Context: an optimization exercise on an open-source flow, tuned for small area. The choices shown serve that exercise and are no tape-out recipe.
The RTL was checked by simulation tests, not by an equivalence proof against the original design.
Power is estimated from default activity; no workload was simulated.

==> flow/design.v <==
module flash_bus_controller #(
	parameter PERIOD			= 8,
	parameter NUM_OF_CHIPS 			= 4,
	parameter OP_WIDTH			= 5,
	parameter BUS_ADDR_WIDTH		= 40,
	parameter LENGTH_WIDTH			= 15
)
(
	input 	i_clk,
	input 	i_rst,
	output reg				o_busy,		 
	input 	[OP_WIDTH-1:0] 			i_operation,	 
	input 	[log2(NUM_OF_CHIPS)-1:0]	i_chip,		 
	input 	[BUS_ADDR_WIDTH-1:0] 		i_addr,		 
	input 	[LENGTH_WIDTH-1:0]		i_length,	 
	input 					i_start,	 
        output  [LENGTH_WIDTH-1:0]              o_sample_count,  
        output	[NUM_OF_CHIPS-1:0] 		o_chip_ready,	 
	output	[NUM_OF_CHIPS-1:0] 		o_chip_result,	 
	output	[NUM_OF_CHIPS-1:0] 		o_chip_exists,	 
        input [15:0] i_adc_sample_fifo_data,
        input        i_adc_sample_fifo_almost_empty,
        input        i_adc_sample_fifo_empty,
        output       o_adc_sample_fifo_re,
        input        i_adc_sample_fifo_valid,
	output [12:0] o_wr_buffer_addr,
	input  [15:0] i_wr_buffer_data,
	output [12:0] o_rd_buffer_addr,
	output [15:0] o_rd_buffer_data,
	output	      o_rd_buffer_we,
	input 	[7:0] 		  i_bus_data,
	output	[7:0]	 	  o_bus_data,
	output		 	  o_bus_data_tri_n,
	output			  o_bus_we_n,
	output			  o_bus_re_n,
	output [NUM_OF_CHIPS-1:0] o_bus_ces_n,
	output			  o_bus_cle,
	output			  o_bus_ale
);
function integer log2;
	input integer value;
begin
	if (value <= 2) begin
		log2 = 1;
	end else begin
		for (log2 = 0; value > 1; log2 = log2 + 1)
			value = value >> 1;
	end
end
endfunction
function integer ceil_division;
	input [31:0] a, b;
	integer remainder;
begin
	remainder = a % b;
	if (remainder != 0)
		ceil_division = (a-remainder)/b + 1;
	else
		ceil_division = a/b;
end
endfunction
localparam NAND_MFR_TOSHIBA  =      8'h98;
localparam NAND_MFR_TOSHIBA2 = 		8'h94;
localparam NAND_MFR_TOSHIBA3 =      8'h84;
localparam NAND_MFR_SAMSUNG  =      8'hec;
localparam NAND_MFR_FUJITSU  =      8'h04;
localparam NAND_MFR_NATIONAL =      8'h8f;
localparam NAND_MFR_RENESAS  =      8'h07;
localparam NAND_MFR_STMICRO  =      8'h20;
localparam NAND_MFR_HYNIX    =      8'had;
localparam NAND_MFR_MICRON   =      8'h2c;
localparam	DELAY_tADL				= ceil_division(70,PERIOD);	 
localparam 	DELAY_tALS 				= ceil_division(10,PERIOD);	 
localparam	DELAY_tALH				= ceil_division(5,PERIOD);	 
localparam 	DELAY_tCLS 				= ceil_division(10,PERIOD);	 
localparam	DELAY_tCLH				= ceil_division(5,PERIOD);	 
localparam	DELAY_tCLR				= ceil_division(10,PERIOD);	 
localparam	DELAY_tWW				= ceil_division(10,PERIOD);	 
localparam	DELAY_tRR				= ceil_division(20,PERIOD);	 
localparam	DELAY_tWHR				= ceil_division(60,PERIOD);	 
localparam	DELAY_tRHW				= ceil_division(100,PERIOD);	 
localparam	DELAY_tWB				= ceil_division(100,PERIOD);	 
localparam	DELAY_tWH				= ceil_division(10,PERIOD);	 
localparam	DELAY_tWP				= ceil_division(16,PERIOD);	 
localparam	DELAY_tWC				= ceil_division(44,PERIOD);	 
localparam	DELAY_tRP				= ceil_division(16,PERIOD);	 
localparam	DELAY_tREH				= ceil_division(10,PERIOD);	 
localparam	DELAY_tRC				= ceil_division(44,PERIOD);	 
localparam	DELAY_CMD_WELOW			= 30;	
localparam	DELAY_CMD_WEHIGH		= 30;	
localparam	DELAY_ADDR_WELOW		= 30;	
localparam	DELAY_ADDR_WEHIGH		= 30;	
localparam	DELAY_CMD_CLELOW		= 20;	
localparam	DELAY_ADDR_ALELOW		= 20;	
localparam	DELAY_tDBSY				= 200; 	 
localparam	DELAY_tADL_minus_tWC	= DELAY_tADL-DELAY_tWH-DELAY_tWP;	 
localparam	CMD_READID						= 8'h90;
localparam	CMD_RESET						= 8'hFF;
localparam	CMD_BLOCKERASE0					= 8'h60;
localparam	CMD_BLOCKERASE1					= 8'hD0;
localparam	CMD_WRITEPAGE0					= 8'h80;
localparam	CMD_WRITEPAGE1					= 8'h10;
localparam  CMD_PROGRAM_PAGE_CACHE_SEQ		= 8'h15;
localparam 	CMD_PROGRAM_PAGE_CACHE_0		= 8'h80;
localparam 	CMD_PROGRAM_PAGE_CACHE_1		= 8'h15;
localparam	CMD_READ_MODE					= 8'h00;
localparam	CMD_READPAGE0					= 8'h00;
localparam	CMD_READPAGE1					= 8'h30;
localparam 	CMD_READ_PAGE_CACHE_SEQUENTIAL	= 8'h31;
localparam 	CMD_READ_PAGE_CACHE_RANDOM_0	= 8'h00;
localparam 	CMD_READ_PAGE_CACHE_RANDOM_1	= 8'h31;
localparam 	CMD_READ_PAGE_CACHE_LAST		= 8'h3F;
localparam 	CMD_READ_PARAMPAGE				= 8'hEC;
localparam 	CMD_TWOPLANEBLOCKERASE0			= 8'h60;
localparam	CMD_TWOPLANEBLOCKERASE1 		= 8'h60;
localparam 	CMD_TWOPLANEBLOCKERASE2 		= 8'hD0;
localparam 	CMD_TWOPLANEWRITEPAGE0			= 8'h80;
localparam 	CMD_TWOPLANEWRITEPAGE1			= 8'h11;
localparam	CMD_TWOPLANEWRITEPAGE2			= 8'h80;
localparam	CMD_TWOPLANEWRITEPAGE3			= 8'h10;
localparam	CMD_TWOPLANEREADPAGE0			= 8'h00;
localparam	CMD_TWOPLANEREADPAGE1			= 8'h00;
localparam	CMD_TWOPLANEREADPAGE2			= 8'h30;
localparam	CMD_TWOPLANEREADPAGE3			= 8'h06;
localparam	CMD_TWOPLANEREADPAGE4			= 8'hE0;
localparam 	CMD_STATUS						= 8'h70;
localparam 	CMD_STATUS_ENHANCED				= 8'h78;
localparam 	CMD_SETFEATURES					= 8'hEF;
localparam	CMD_READPAGE_TOSH0				= 8'h00;
localparam 	CMD_READPAGE_TOSH1				= 8'h01;
localparam OP_READSTATUS 			= 0;
localparam OP_JUSTREADSTATUS 			= 1;
localparam OP_RESET 				= 2;
localparam OP_SET_TIMING_MODE			= 3;
localparam OP_STARTREAD 			= 4;
localparam OP_COMPLETEREAD 			= 5;
localparam OP_PROGRAM 				= 6;
localparam OP_ERASE 				= 7;
localparam OP_READID 				= 8;
localparam OP_READPARAM 			= 9;
localparam OP_CHECK_EXISTS      		= 10;
localparam OP_READ_ADC_SAMPLES      		= 11;
	localparam DIR_OUT = 0;
	localparam DIR_IN  = 1;
	integer i;
	reg [NUM_OF_CHIPS-1:0] chip_ready_reg, chip_ready_next;
	reg [NUM_OF_CHIPS-1:0] chip_result_reg, chip_result_next;
	reg [NUM_OF_CHIPS-1:0] chip_exists_reg, chip_exists_next;
	reg [OP_WIDTH-1:0]	     op_reg, op_next;
	reg [LENGTH_WIDTH-1:0]	     length_reg, length_next;
	reg [log2(NUM_OF_CHIPS)-1:0] chip_reg, chip_next;
	reg [BUS_ADDR_WIDTH-1:0]     addr_reg, addr_next;
	reg              [7:0] bus_data_in_reg;
	reg	               bus_dir_reg, bus_dir_next;
	reg              [7:0] bus_data_out_reg, bus_data_out_next;
	reg	               bus_we_n_reg, bus_we_n_next;
	reg	               bus_re_n_reg, bus_re_n_next;
	reg [NUM_OF_CHIPS-1:0] bus_ces_n_reg, bus_ces_n_next;
	reg	               bus_cle_reg, bus_cle_next;
	reg	               bus_ale_reg, bus_ale_next;
        reg adc_sample_fifo_re_reg, adc_sample_fifo_re_next;
        reg [13:0] wr_buffer_addr_reg, wr_buffer_addr_next;  
        wire [7:0] wr_buffer_data_out_byte;  
        reg [12:0] rd_buffer_addr_reg, rd_buffer_addr_next;  
        reg [15:0] rd_buffer_data_reg, rd_buffer_data_next;
        reg        rd_buffer_we_reg, rd_buffer_we_next;  
        localparam STATE_RESET              = 0;
        localparam STATE_STARTUP_0          = 1;
        localparam STATE_STARTUP_1          = 2;
        localparam STATE_IDLE               = 3;
        localparam STATE_SEND_COMMAND_0     = 4;
        localparam STATE_SEND_ADDRESS       = 5;
        localparam STATE_SEND_COMMAND_1     = 6;
        localparam STATE_READ_STATUS        = 7;
        localparam STATE_DELAY_ADL          = 8;
        localparam STATE_DELAY_WHR          = 9;
        localparam STATE_DELAY_RHW          = 10;
        localparam STATE_DELAY_WB           = 11;
        localparam STATE_WRITE_DATA         = 12;
        localparam STATE_READ_DATA          = 13;
        localparam STATE_READ_ADC_SAMPLES_0 = 14;
        localparam STATE_READ_ADC_SAMPLES_1 = 15;
        reg [4:0] state_reg, state_next;
	localparam DELAY_STATE_CTRL_RESET   = ceil_division(1000000,PERIOD);
        localparam DELAY_STATE_SEND_COMMAND = DELAY_tWC;  
        localparam DELAY_STATE_SEND_ADDRESS = DELAY_tWC;  
        localparam DELAY_STATE_READ_DATA = DELAY_tRC;  
        localparam DELAY_STATE_WRITE_DATA = DELAY_tWC;  
        localparam DELAY_STATE_WHR = DELAY_tWHR; 
        localparam DELAY_STATE_ADL = DELAY_tADL;  
        localparam DELAY_STATE_RHW = DELAY_tRHW; 
        localparam DELAY_STATE_WB = DELAY_tWB; 
        reg [19:0]  state_delay_count_reg;
	reg [LENGTH_WIDTH-1:0]	byte_count_reg, byte_count_next;
	reg [LENGTH_WIDTH-1:0]	sample_count_reg, sample_count_next;
	reg [39:0]		addr_out_reg, addr_out_next;  
	reg [2:0]		addr_bytes_reg, addr_bytes_next;  
        reg [log2(NUM_OF_CHIPS)-1:0] chip_counter_reg, chip_counter_next;
        reg [1:0] startup_op_reg, startup_op_next;
        reg  reading_status_reg, reading_status_next;
        wire [NUM_OF_CHIPS-1:0] chip_decode = 4'h1 << chip_reg;
        wire [NUM_OF_CHIPS-1:0] chip_decode_n = ~chip_decode;
	always @(posedge i_clk or posedge i_rst) begin
		if (i_rst) begin
			state_reg <= STATE_RESET;
                        chip_ready_reg <= 0;
                        chip_result_reg <= 0;
                        chip_exists_reg <= 0;
			op_reg <= 0;
			length_reg <= 0;
			chip_reg <= 0;
			addr_reg <= 0;
			byte_count_reg <= 0;
			sample_count_reg <= 0;
			addr_out_reg <= 0;
			addr_bytes_reg <= 0;
			bus_data_in_reg <= 0;
			bus_dir_reg <= DIR_OUT;
			bus_data_out_reg <= 0;
			bus_we_n_reg <= 1;
			bus_re_n_reg <= 1;
			bus_ces_n_reg <= 0;
			bus_cle_reg <= 0;
			bus_ale_reg <= 0;
		        adc_sample_fifo_re_reg <= 0;
                        wr_buffer_addr_reg <= 0;
		        rd_buffer_addr_reg <= 0;
		        rd_buffer_data_reg <= 0;
		        rd_buffer_we_reg <= 0;
                        chip_counter_reg <= 0;
                        startup_op_reg <= 0;
                        reading_status_reg <= 0;
                end else begin
			state_reg <= state_next;
                        chip_ready_reg <= chip_ready_next;
                        chip_result_reg <= chip_result_next;
                        chip_exists_reg <= chip_exists_next;
			op_reg <= op_next;
			length_reg <= length_next;
			chip_reg <= chip_next;
			addr_reg <= addr_next;
			byte_count_reg <= byte_count_next;
			sample_count_reg <= sample_count_next;
			addr_out_reg <= addr_out_next;
			addr_bytes_reg <= addr_bytes_next;
			bus_data_in_reg <= i_bus_data;
			bus_data_out_reg <= bus_data_out_next;
			bus_dir_reg <= bus_dir_next;
			bus_we_n_reg <= bus_we_n_next;
			bus_re_n_reg <= bus_re_n_next;
			bus_ces_n_reg <= bus_ces_n_next;
			bus_cle_reg <= bus_cle_next;
			bus_ale_reg <= bus_ale_next;
		        adc_sample_fifo_re_reg <= adc_sample_fifo_re_next;
		        wr_buffer_addr_reg <= wr_buffer_addr_next;
		        rd_buffer_addr_reg <= rd_buffer_addr_next;
		        rd_buffer_data_reg <= rd_buffer_data_next;
		        rd_buffer_we_reg <= rd_buffer_we_next;
                        chip_counter_reg <= chip_counter_next;
                        startup_op_reg <= startup_op_next;
                        reading_status_reg <= reading_status_next;
                end
	end
	always @* begin
		state_next = state_reg;
                chip_ready_next = chip_ready_reg;
                chip_result_next = chip_result_reg;
                chip_exists_next = chip_exists_reg;
                op_next = op_reg;
		length_next = length_reg;
		chip_next = chip_reg;
		addr_next = addr_reg;
                byte_count_next = byte_count_reg;
                sample_count_next = sample_count_reg;
		addr_out_next = addr_out_reg;
		addr_bytes_next = addr_bytes_reg;
		o_busy = 1'b1;
                adc_sample_fifo_re_next = 1'b0;
                wr_buffer_addr_next = wr_buffer_addr_reg;
                rd_buffer_addr_next[2:0] = (rd_buffer_we_reg) ? rd_buffer_addr_reg[2:0] - 3'd1 : rd_buffer_addr_reg[2:0];
                rd_buffer_addr_next[12:3] = (rd_buffer_we_reg && (rd_buffer_addr_reg[2:0] == 3'd0)) ? rd_buffer_addr_reg[12:3] + 10'd1 : rd_buffer_addr_reg[12:3];
		rd_buffer_data_next[15:8] = (!byte_count_reg[0]) ? bus_data_in_reg : rd_buffer_data_reg[15:8];
		rd_buffer_data_next[7:0] = (byte_count_reg[0]) ? bus_data_in_reg : rd_buffer_data_reg[7:0];
		rd_buffer_we_next = 1'b0;
                chip_counter_next = chip_counter_reg;
                startup_op_next = startup_op_reg;
                reading_status_next = reading_status_reg;
		case(state_reg)
                        STATE_RESET: begin  
                            if (state_delay_count_reg == DELAY_STATE_CTRL_RESET-1) begin
                                chip_ready_next = {NUM_OF_CHIPS{1'b1}};
                                chip_exists_next = 0;
                                chip_counter_next = 0;
                                startup_op_next = 0;
                                state_next = STATE_STARTUP_0;
                            end
			end
                        STATE_STARTUP_0: begin
                            if (startup_op_reg == 2'd3) begin
                                state_next = STATE_IDLE;
                            end else if (chip_ready_reg[chip_counter_reg]) begin
                                reading_status_next = 0;
                                state_next = STATE_STARTUP_1;
                            end else begin
                                reading_status_next = 1;
                                chip_next = chip_counter_reg;
                                op_next = (reading_status_reg) ? OP_JUSTREADSTATUS : OP_READSTATUS;
                                state_next = (reading_status_reg) ? STATE_READ_STATUS : STATE_SEND_COMMAND_0;
                            end
                        end
                        STATE_STARTUP_1: begin
                            op_next = (startup_op_reg == 2'd0) ? OP_RESET           :
                                      (startup_op_reg == 2'd1) ? OP_SET_TIMING_MODE : OP_CHECK_EXISTS;
                            chip_next = chip_counter_reg;
                            chip_counter_next = chip_counter_reg + 1;
                            startup_op_next = (chip_counter_reg == NUM_OF_CHIPS-1) ? startup_op_reg + 2'd1 : startup_op_reg;
                            state_next = STATE_SEND_COMMAND_0;
                        end
			STATE_IDLE: begin
                            o_busy = 0;
                            op_next = i_operation;
                            chip_next = i_chip;
                            addr_next = i_addr;
                            length_next = i_length;
                            rd_buffer_addr_next = 13'd7;
                            wr_buffer_addr_next = 14'd15;
                            if (i_start) begin
                                state_next = (i_operation == OP_JUSTREADSTATUS)   ? STATE_READ_STATUS        : 
                                             (i_operation == OP_READ_ADC_SAMPLES) ? STATE_READ_ADC_SAMPLES_0 : STATE_SEND_COMMAND_0;
                            end
			end
                        STATE_SEND_COMMAND_0: begin
                            addr_bytes_next = (op_reg == OP_SET_TIMING_MODE) ? 3'd1 : 
                                              (op_reg == OP_READID)          ? 3'd1 : 
                                              (op_reg == OP_CHECK_EXISTS)    ? 3'd1 : 
                                              (op_reg == OP_ERASE)           ? 3'd3 : 
                                              (op_reg == OP_READPARAM)       ? 3'd1 : 3'd5;
                            addr_out_next = (op_reg == OP_SET_TIMING_MODE) ? {32'h0, 8'h01}           :
                                            (op_reg == OP_READID)          ? {32'h0, 8'h00}           :
                                            (op_reg == OP_CHECK_EXISTS)    ? {32'h0, 8'h00}           :
                                            (op_reg == OP_READPARAM)       ? {32'h0, 8'h00}           :
                                            (op_reg == OP_ERASE)           ? {16'h0, addr_reg[39:16]} : addr_reg;
                            chip_ready_next[chip_reg] = (op_reg == OP_RESET) ? 0 : chip_ready_reg[chip_reg];
                            if (state_delay_count_reg == DELAY_STATE_SEND_COMMAND-1) begin                      
                                state_next = (op_reg == OP_READSTATUS)   ? STATE_DELAY_WHR    : 
                                             (op_reg == OP_RESET)        ? STATE_DELAY_WB     :
                                             (op_reg == OP_COMPLETEREAD) ? STATE_DELAY_WHR    : STATE_SEND_ADDRESS;
                            end
                        end
                        STATE_SEND_ADDRESS: begin
                            chip_ready_next[chip_reg] = (op_reg == OP_READPARAM) ? 1'b0 : chip_ready_reg[chip_reg];
                            if (state_delay_count_reg == DELAY_STATE_SEND_ADDRESS-1) begin
				if (addr_bytes_reg == 1) begin
                                    state_next = (op_reg == OP_PROGRAM)         ? STATE_DELAY_ADL :
                                                 (op_reg == OP_SET_TIMING_MODE) ? STATE_DELAY_ADL :
                                                 (op_reg == OP_READPARAM)       ? STATE_DELAY_WB  :
                                                 (op_reg == OP_READID)          ? STATE_DELAY_WHR : 
                                                 (op_reg == OP_CHECK_EXISTS)    ? STATE_DELAY_WHR : STATE_SEND_COMMAND_1;
				end else begin
                                    addr_bytes_next = addr_bytes_reg - 1;
                                    addr_out_next = {8'h0, addr_out_reg[39:8]};
				end
                            end
			end
                        STATE_SEND_COMMAND_1: begin
                            chip_ready_next[chip_reg] = (op_reg == OP_ERASE)     ? 1'b0 : 
                                                        (op_reg == OP_STARTREAD) ? 1'b0 : chip_ready_reg[chip_reg];
                            if (state_delay_count_reg == DELAY_STATE_SEND_COMMAND-1) begin
                               state_next = (op_reg == OP_ERASE)     ? STATE_DELAY_WB : 
                                            (op_reg == OP_PROGRAM)   ? STATE_DELAY_WB : 
                                            (op_reg == OP_STARTREAD) ? STATE_DELAY_WB : STATE_IDLE;
                            end
                        end
                        STATE_DELAY_WHR: begin
                            byte_count_next = (op_reg == OP_READID)       ? 3'd6 :
			                      (op_reg == OP_CHECK_EXISTS) ? 3'd6 : length_reg;
                            if (state_delay_count_reg == DELAY_STATE_WHR-1) begin
                                state_next = (op_reg == OP_READSTATUS)   ? STATE_READ_STATUS : 
                                             (op_reg == OP_READID)       ? STATE_READ_DATA   :
                                             (op_reg == OP_CHECK_EXISTS) ? STATE_READ_DATA   :
                                             (op_reg == OP_COMPLETEREAD) ? STATE_READ_DATA   : STATE_IDLE;
                            end
                        end
			STATE_READ_STATUS: begin
                            if (state_delay_count_reg == DELAY_STATE_READ_DATA-1) begin
                                chip_ready_next[chip_reg] = bus_data_in_reg[6];
                                chip_result_next[chip_reg] = bus_data_in_reg[0];
                                state_next = STATE_DELAY_RHW;
                            end
			end		
                        STATE_DELAY_ADL: begin
                            if (state_delay_count_reg == DELAY_STATE_ADL-1) begin
                                wr_buffer_addr_next[3:0] = wr_buffer_addr_reg[3:0] - 4'd1;
                                wr_buffer_addr_next[13:4] = (wr_buffer_addr_reg[3:0] == 4'd0) ? wr_buffer_addr_reg[13:4] +10'd1 : wr_buffer_addr_reg[13:4];
                                state_next = STATE_WRITE_DATA;
                                byte_count_next = (op_reg == OP_SET_TIMING_MODE) ? 4 : length_reg;
                            end
                        end
                        STATE_DELAY_RHW: begin
                            if (state_delay_count_reg == DELAY_STATE_RHW-1) begin
                                state_next = (startup_op_reg != 2'd3) ? STATE_STARTUP_0 : STATE_IDLE;
                            end
                        end
                        STATE_DELAY_WB: begin
                            if (state_delay_count_reg == DELAY_STATE_WB-1) begin
                                state_next = (startup_op_reg != 2'd3) ? STATE_STARTUP_0 : STATE_IDLE;
                            end
                        end
                        STATE_WRITE_DATA: begin
                            chip_ready_next[chip_reg] = 0;
                            if (state_delay_count_reg == DELAY_STATE_WRITE_DATA-1) begin
                                wr_buffer_addr_next[3:0] = wr_buffer_addr_reg[3:0] - 4'd1;
                                wr_buffer_addr_next[13:4] = (wr_buffer_addr_reg[3:0] == 4'd0) ? wr_buffer_addr_reg[13:4] +10'd1 : wr_buffer_addr_reg[13:4];
                                byte_count_next = byte_count_reg - 1;
                                if (byte_count_reg == 1) begin
                                    state_next = (op_reg == OP_PROGRAM)         ? STATE_SEND_COMMAND_1 :
                                                 (op_reg == OP_SET_TIMING_MODE) ? STATE_DELAY_WB       : STATE_IDLE;
                                end
                            end
                        end
			STATE_READ_DATA: begin
                            if (state_delay_count_reg == DELAY_STATE_READ_DATA-1) begin
                                rd_buffer_we_next = (op_reg == OP_CHECK_EXISTS) ? 1'b0 : (byte_count_reg[0]) ? 1'b1 : 1'b0;
                                if (((op_reg == OP_READID) || (op_reg == OP_CHECK_EXISTS)) && (byte_count_reg == 5) && (bus_data_in_reg != 0)) begin 
                                    chip_exists_next[chip_reg] = 1;
                                end
                                byte_count_next = byte_count_reg - 1;
                                if (byte_count_reg == 1) begin
                                    state_next = STATE_DELAY_RHW;
                                end
                            end
                        end
			STATE_READ_ADC_SAMPLES_0: begin
                            if (i_adc_sample_fifo_empty) begin
                                sample_count_next = 0;
                                state_next = STATE_READ_ADC_SAMPLES_1;
                            end else if (adc_sample_fifo_re_reg && i_adc_sample_fifo_valid) begin
                                rd_buffer_data_next = i_adc_sample_fifo_data;
                                rd_buffer_we_next = 1'b1;
                                sample_count_next = sample_count_reg + 1;
                                if (i_adc_sample_fifo_almost_empty) begin
                                    state_next = STATE_READ_ADC_SAMPLES_1;
                                end else begin
                                    adc_sample_fifo_re_next = 1'b1;
                                end
                            end else begin
                                sample_count_next = 0;
                                adc_sample_fifo_re_next = 1'b1;
                            end
                        end
			STATE_READ_ADC_SAMPLES_1: begin
                            rd_buffer_data_next = 16'hFFFF;
                            rd_buffer_we_next = 1'b1;
                            sample_count_next = sample_count_reg + 1;
                            state_next = STATE_IDLE;
                        end
		endcase
	end
        assign wr_buffer_data_out_byte = (byte_count_reg[0]) ? i_wr_buffer_data[7:0] : i_wr_buffer_data[15:8];  
        always @* begin
	    case (state_reg)
                STATE_RESET, STATE_STARTUP_0, STATE_STARTUP_1, STATE_IDLE, STATE_DELAY_WB, STATE_DELAY_RHW, STATE_READ_ADC_SAMPLES_0, STATE_READ_ADC_SAMPLES_1: begin
                    bus_dir_next = DIR_IN;
                    bus_data_out_next = 8'h0;
                    bus_we_n_next = 1;
                    bus_re_n_next = 1;
                    bus_ces_n_next = {NUM_OF_CHIPS{1'b1}};
                    bus_cle_next = 0;
                    bus_ale_next = 0;
                end
                STATE_SEND_COMMAND_0: begin 
                    bus_dir_next = DIR_OUT;
                    bus_data_out_next = (op_reg == OP_READSTATUS)      ? CMD_STATUS         :
                                        (op_reg == OP_RESET)           ? CMD_RESET          : 
                                        (op_reg == OP_READID)          ? CMD_READID         : 
                                        (op_reg == OP_CHECK_EXISTS)    ? CMD_READID         : 
                                        (op_reg == OP_READPARAM)       ? CMD_READ_PARAMPAGE : 
                                        (op_reg == OP_PROGRAM)         ? CMD_WRITEPAGE0     : 
                                        (op_reg == OP_STARTREAD)       ? CMD_READPAGE0      : 
                                        (op_reg == OP_COMPLETEREAD)    ? CMD_READ_MODE      : 
                                        (op_reg == OP_ERASE)           ? CMD_BLOCKERASE0    : 
                                        (op_reg == OP_SET_TIMING_MODE) ? CMD_SETFEATURES    : 8'h00;
                    bus_we_n_next = (state_delay_count_reg < DELAY_tWP) ? 0 : 1;
                    bus_re_n_next = 1;
                    bus_ces_n_next = chip_decode_n;
                    bus_cle_next = 1;
                    bus_ale_next = 0;
                end
                STATE_SEND_COMMAND_1: begin 
                    bus_dir_next = DIR_OUT;
                    bus_data_out_next = (op_reg == OP_STARTREAD)    ? CMD_READPAGE1   :
                                        (op_reg == OP_PROGRAM)      ? CMD_WRITEPAGE1  : 
                                        (op_reg == OP_ERASE)        ? CMD_BLOCKERASE1 : 8'h00;
                    bus_we_n_next = (state_delay_count_reg < DELAY_tWP) ? 0 : 1;
                    bus_re_n_next = 1;
                    bus_ces_n_next = chip_decode_n;
                    bus_cle_next = 1;
                    bus_ale_next = 0;
                end
                STATE_SEND_ADDRESS: begin
                    bus_dir_next = DIR_OUT;
                    bus_data_out_next = addr_out_reg[7:0];
                    bus_we_n_next = (state_delay_count_reg < DELAY_tWP) ? 0 : 1;
                    bus_re_n_next = 1;
                    bus_ces_n_next = chip_decode_n;
                    bus_cle_next = 0;
                    bus_ale_next = 1;
                end
                STATE_READ_STATUS, STATE_READ_DATA: begin
                    bus_dir_next = DIR_IN;
                    bus_data_out_next = 8'h00;
                    bus_we_n_next = 1;
                    bus_re_n_next = (state_delay_count_reg < DELAY_tRP) ? 0 : 1;
                    bus_ces_n_next = chip_decode_n;
                    bus_cle_next = 0;
                    bus_ale_next = 0;
                end
                STATE_WRITE_DATA: begin
                    bus_dir_next = DIR_OUT;
                    bus_data_out_next = (op_reg == OP_SET_TIMING_MODE) ? ((byte_count_reg == 4) ? 8'h04 : 8'h00) : wr_buffer_data_out_byte;
                    bus_we_n_next = (state_delay_count_reg < DELAY_tWP) ? 0 : 1;
                    bus_re_n_next = 1;
                    bus_ces_n_next = chip_decode_n;
                    bus_cle_next = 0;
                    bus_ale_next = 0;
                end
                default: begin
                    bus_dir_next = DIR_IN;
                    bus_data_out_next = 8'h0;
                    bus_we_n_next = 1;
                    bus_re_n_next = 1;
                    bus_ces_n_next = chip_decode_n;
                    bus_cle_next = 0;
                    bus_ale_next = 0;
                end
            endcase
        end
        always @(posedge i_clk or posedge i_rst) begin
            if (i_rst) begin
                state_delay_count_reg <= 0;
            end else begin
                state_delay_count_reg <= state_delay_count_reg + 1;
                case (state_reg)
                    STATE_RESET: begin
                        if (state_delay_count_reg == DELAY_STATE_CTRL_RESET-1) begin
                            state_delay_count_reg <= 0;
                        end
                    end
                    STATE_SEND_COMMAND_0, STATE_SEND_COMMAND_1: begin
                        if (state_delay_count_reg == DELAY_STATE_SEND_COMMAND-1) begin
                            state_delay_count_reg <= 0;
                        end
                    end
                    STATE_SEND_ADDRESS: begin
                        if (state_delay_count_reg == DELAY_STATE_SEND_ADDRESS-1) begin
                            state_delay_count_reg <= 0;
                        end
                    end
                    STATE_READ_STATUS, STATE_READ_DATA: begin
                        if (state_delay_count_reg == DELAY_STATE_READ_DATA-1) begin
                            state_delay_count_reg <= 0;
                        end
                    end
                    STATE_DELAY_WHR: begin
                        if (state_delay_count_reg == DELAY_STATE_WHR-1) begin
                            state_delay_count_reg <= 0;
                        end
                    end
                    STATE_DELAY_ADL: begin
                        if (state_delay_count_reg == DELAY_STATE_ADL-1) begin
                            state_delay_count_reg <= 0;
                        end
                    end
                    STATE_DELAY_RHW: begin
                        if (state_delay_count_reg == DELAY_STATE_RHW-1) begin
                            state_delay_count_reg <= 0;
                        end
                    end
                    STATE_DELAY_WB: begin
                        if (state_delay_count_reg == DELAY_STATE_WB-1) begin
                            state_delay_count_reg <= 0;
                        end
                    end
                    STATE_WRITE_DATA: begin
                        if (state_delay_count_reg == DELAY_STATE_WRITE_DATA-1) begin
                            state_delay_count_reg <= 0;
                        end
                    end
                    default: begin
                        state_delay_count_reg <= 0;
                    end
                endcase
            end
        end
	assign o_sample_count = sample_count_reg;
        assign o_adc_sample_fifo_re = adc_sample_fifo_re_reg;
        assign o_bus_data 	= bus_data_out_reg;
	assign o_bus_data_tri_n = bus_dir_reg;
	assign o_bus_we_n 	= bus_we_n_reg;
	assign o_bus_re_n 	= bus_re_n_reg;
	assign o_bus_ces_n 	= bus_ces_n_reg;
	assign o_bus_cle 	= bus_cle_reg;
	assign o_bus_ale 	= bus_ale_reg;
        assign o_chip_ready = chip_ready_reg;
        assign o_chip_result = chip_result_reg;
        assign o_chip_exists = chip_exists_reg;
        assign o_wr_buffer_addr = wr_buffer_addr_reg[13:1];
        assign o_rd_buffer_addr = rd_buffer_addr_reg;
        assign o_rd_buffer_data = rd_buffer_data_reg;
        assign o_rd_buffer_we = rd_buffer_we_reg;
endmodule
==> flow/run.sh <==
#!/bin/bash
# synth_recipe.tcl (not shown) runs the flow's synth.tcl, then flattens the netlist and writes it again
# the make line also repeats each setting of config.mk as NAME=value (left out here)
make -C /OpenROAD-flow-scripts/flow DESIGN_CONFIG=/design/flow/config.mk WORK_HOME=/design/flow/orfs CLKGATE_MAP_FILE= SYNTH_SCRIPT=/design/flow/synth_recipe.tcl finish
==> flow/config.mk <==
export PLATFORM = sky130hd
export DESIGN_NAME = flash_bus_controller
export DESIGN_NICKNAME = flash_bus_controller
export VERILOG_FILES = /design/flow/design.v
export SDC_FILE = /design/flow/constraint.sdc
export NUM_CORES = 4
export LEC_CHECK = 0
export CAP_MARGIN = 20
export CORE_MARGIN = 2
export CORE_UTILIZATION = 40
export SLEW_MARGIN = 20
==> flow/constraint.sdc <==
create_clock -name core_clock -period 8.0 [get_ports {i_clk}]
set_input_delay 1.6000 -clock core_clock [delete_from_list [all_inputs] [get_ports {i_clk}]]
set_output_delay 1.6000 -clock core_clock [all_outputs]
set_load 0.01 [all_outputs]
==> impl_metrics.env <==
export IMPL_intPower_mw=2.235
export IMPL_clk_path_buf_depth=3
export IMPL_area_growth_pct=24.24
export IMPL_design_core_area_um2=31560
export IMPL_ant_nets=0
export IMPL_syn_mean_instance_area_um2=8.902
export IMPL_slew_violations=0
export IMPL_rsz0062_at_grt="false"
export IMPL_grt_max_degree=176
export IMPL_clkPwrFrac_pct=44.9
export IMPL_worst_slew_margin_rel_pct=29.64
export IMPL_synth_net_count=1576
export IMPL_grt_ovfl_total=0
export IMPL_setup_viol=0
export IMPL_synth_seq_cells=246
export IMPL_drc=0
export IMPL_final_common_cell="nand2_1"
export IMPL_yosys_warnings=1
export IMPL_layout_common_cells="nand2_1 (313), dfrtp_1 (244), clkdlybuf4s50_1 (196)"
export IMPL_drt_iter0_drc=789
export IMPL_start_util_pct=40.68
export IMPL_vias=10860
export IMPL_rows=65
export IMPL_setup_tns_ns=0
export IMPL_die_x_um=183.1
export IMPL_hold_class="reg -> reg"
export IMPL_routedWlPerCell_um=17.56
export IMPL_power_frac_comb_pct=10.9
export IMPL_fin_skew_ns=0.009628
export IMPL_hold_buffers=0
export IMPL_cp_required_ns=6.40
export IMPL_drive_gt1_share_pct=6.600
export IMPL_final_nets=1720
export IMPL_syn_inst=1442
export IMPL_ctsHtreeMaxLevel=1
export IMPL_min_to="length_reg[12]"
export IMPL_port_buffers=196
export IMPL_worstPathArrival_ns=2.54
export IMPL_seqPwrFrac_pct=44.2
export IMPL_holdPathStages=2
export IMPL_finalHoldViolCount=0
export IMPL_r2r_slack_ns=4.29
export IMPL_root_buffer="clkbuf_16"
export IMPL_p_switching_mw=0.7288
export IMPL_cts_made_buffers=28
export IMPL_track_usage_pct=20.82
export IMPL_path_clk_slew_ns=0.06
export IMPL_r2r_end="state_reg[2]"
export IMPL_crit_fanout=30
export IMPL_status="complete, no violations"
export IMPL_netlist_area_um2=12840
export IMPL_die_area_um2=33540
export IMPL_cts_tree="built"
export IMPL_place_gp_congestion=0.9324
export IMPL_setup_ws_ns=3.858
export IMPL_cts_resized=0
export IMPL_leakage_nw=6.984
export IMPL_worstMarginPinSlew_ns=1.048
export IMPL_fmax_ghz=0.2414
export IMPL_start_kind="register"
export IMPL_ys_types=83
export IMPL_drt_pass1_iter_count=7
export IMPL_antenna_found_initial=0
export IMPL_ys_flop_type="dfrtp_1"
export IMPL_dp_final_hpwl_um=24330
export IMPL_crit_path_end_kind="primary output"
export IMPL_clk_latency_ns=0.54
export IMPL_antenna_cells=0
export IMPL_cts_setup_buffers=0
export IMPL_die_h_um=183.1
export IMPL_period_share_pct=51.77
export IMPL_yosysSeqAreaShare_pct=47.98
export IMPL_crit_type="reg -> out"
export IMPL_min_delay_start="length_reg[12]"
export IMPL_dp_slack_ns=3.925
export IMPL_power_switching_share_pct=24.59
export IMPL_layout_min_cycle_time_ns=4.142
export IMPL_grt_pass1_wl_um=56660
export IMPL_worstReg2RegStart="state_reg[1]"
export IMPL_ir_drop_uv=163.0
export IMPL_synth_edff_count=0
export IMPL_worstRegToRegCells=8
export IMPL_wl_um=35270
export IMPL_routed_via_density=5.408
export IMPL_ios=197
export IMPL_grt_pass1_vias=10380
export IMPL_async_flop_share_pct=100.0
export IMPL_power_density_nw_per_um2=185.9
export IMPL_cts_sinks=246
export IMPL_cap_violations=0
==> how the worst max path moves through the flow <==
stage | from | end | slack [ns]
global route | state_reg[1] | o_busy | 3.71
finish | state_reg[1] | o_busy | 3.86
CTS | state_reg[1] | o_busy | 3.88
floorplan | i_rst | adc_sample_fifo_re_reg | 3.17
detailed placement | i_adc_sample_fifo_empty | sample_count_reg[10] | 3.93
global placement | i_adc_sample_fifo_empty | sample_count_reg[10] | 3.96
==> layer usage <==
metal,track usage (%),share of wire (%),vias up
met2,33.70,46,318
li1,-,-,5284
met3,2.859,5.5,60
met1,29.50,46,5197
met5,0,0,-
met4,5.440,2.6,0
==> critical path, stage by stage, from the launching register on <==
cell             delay (ns)
dfrtp_1                0.99
nand2_1                0.27
nor2_4                 0.15
inv_2                  0.09
clkdlybuf4s50_1        0.49
==> stage by stage <==
stage	hold slack [ns]	cells	area, um2	utilization (%)	total power [mW]
6_report	0.4737	2008	15950	50.54	2.964
5_1_grt	0.4950	2008	15950	50.54	3.086
4_1_cts	0.4798	2008	15950	50.54	2.996
3_5_place_dp	0.4645	1958	14980	47.48	1.658
3_3_place_gp	0.4598	1958	14980	47.48	1.655
2_1_floorplan	0.4423	1442	12840	-	1.519
==> Yosys cell counts, drive strengths merged, types with 4 or more instances <==
library cell	n	area share (%)
o22ai	4	0.19
a21o	9	0.53
nand3	45	1.8
ha	26	2.5
xnor2	9	0.61
mux2	4	0.35
a211oi	7	0.41
nand4	19	0.97
xor2	21	1.4
dfrtp	244	48
a22oi	13	0.76
a211o	4	0.27
o31ai	11	0.68
mux2i	55	4.3
o21ai	131	5.1
nor3	28	1.2
nand2	313	9.2
inv	36	1.1
nor4	20	1.3
o211ai	14	0.86
clkbuf	51	1.5
nor2b	5	0.24
or3	5	0.24
a21oi	56	2.2
or2	5	0.24
a22o	7	0.48
a31oi	14	0.68
and3	12	0.58
nand2b	14	0.74
buf	44	2.0
and4	6	0.41
nor2	145	4.3
a221oi	11	1.1
==> area by class of cell <==
| type | instances | area [um2] |
|---|---|---|
| fillers | 2990 | 15610 |
| flip-flops and latches | 246 | 6158 |
| multi-input cells | 1064 | 6106 |
| repair buffers | 209 | 2072 |
| clock buffers | 41 | 840.8 |
| well taps | 402 | 503.0 |
| inverters | 37 | 142.6 |
| clock inverters | 9 | 125.1 |
==> logic make-up after synthesis <==
group,synth area share (%)
and+or+nand+nor,22.33
AOI/OAI and AO/OA,15.50
DFF,47.98
buffers and inverters,4.620
muxes,4.991
xor gates and xnor gates,2.047
adders and majority gates,2.534
==> power groups by stage <==
| stage | clock network [mW] | logic, mW | registers (mW) |
|---|---|---|---|
| finish | 1.33 | 0.322 | 1.31 |
| global route | 1.41 | 0.360 | 1.32 |
| CTS | 1.36 | 0.326 | 1.31 |
| detailed placement | 0 | 0.324 | 1.33 |
| global placement | 0 | 0.322 | 1.33 |
| floorplan | 0 | 0.200 | 1.32 |

## what the ideal ports hide
How much do the figures lean on ideal ports? The routed layout below was timed once more, with nothing changed but the port constraints.
Step 1 (the two cells are an assumption about what drives the block):
set clk [get_ports {i_clk}]
set_driving_cell -lib_cell sky130_fd_sc_hd__clkbuf_16 $clk
set_driving_cell -lib_cell sky130_fd_sc_hd__buf_2 [delete_from_list [all_inputs] $clk]
Step 2 also shifts input and output timing later by t, the mid clock arrival at the registers, as if the neighbouring blocks saw the same clock.
Three values: no drivers, after step 1, after step 2; two values: the first two.
t (ns): 0.587
slack for setup (ns): 3.858 / 3.807 / 3.896
hold slack, ns: 0.474 / 0.474 / 0.474
slew at the worst register clock pin (ns): 0.06 / 0.06
worst slew at a driven data input, ns: 0.07
After both steps setup and hold are still met in this run. For this run, drivers alone change the setup slack by -0.051 ns; drivers and shift together by +0.038 ns.
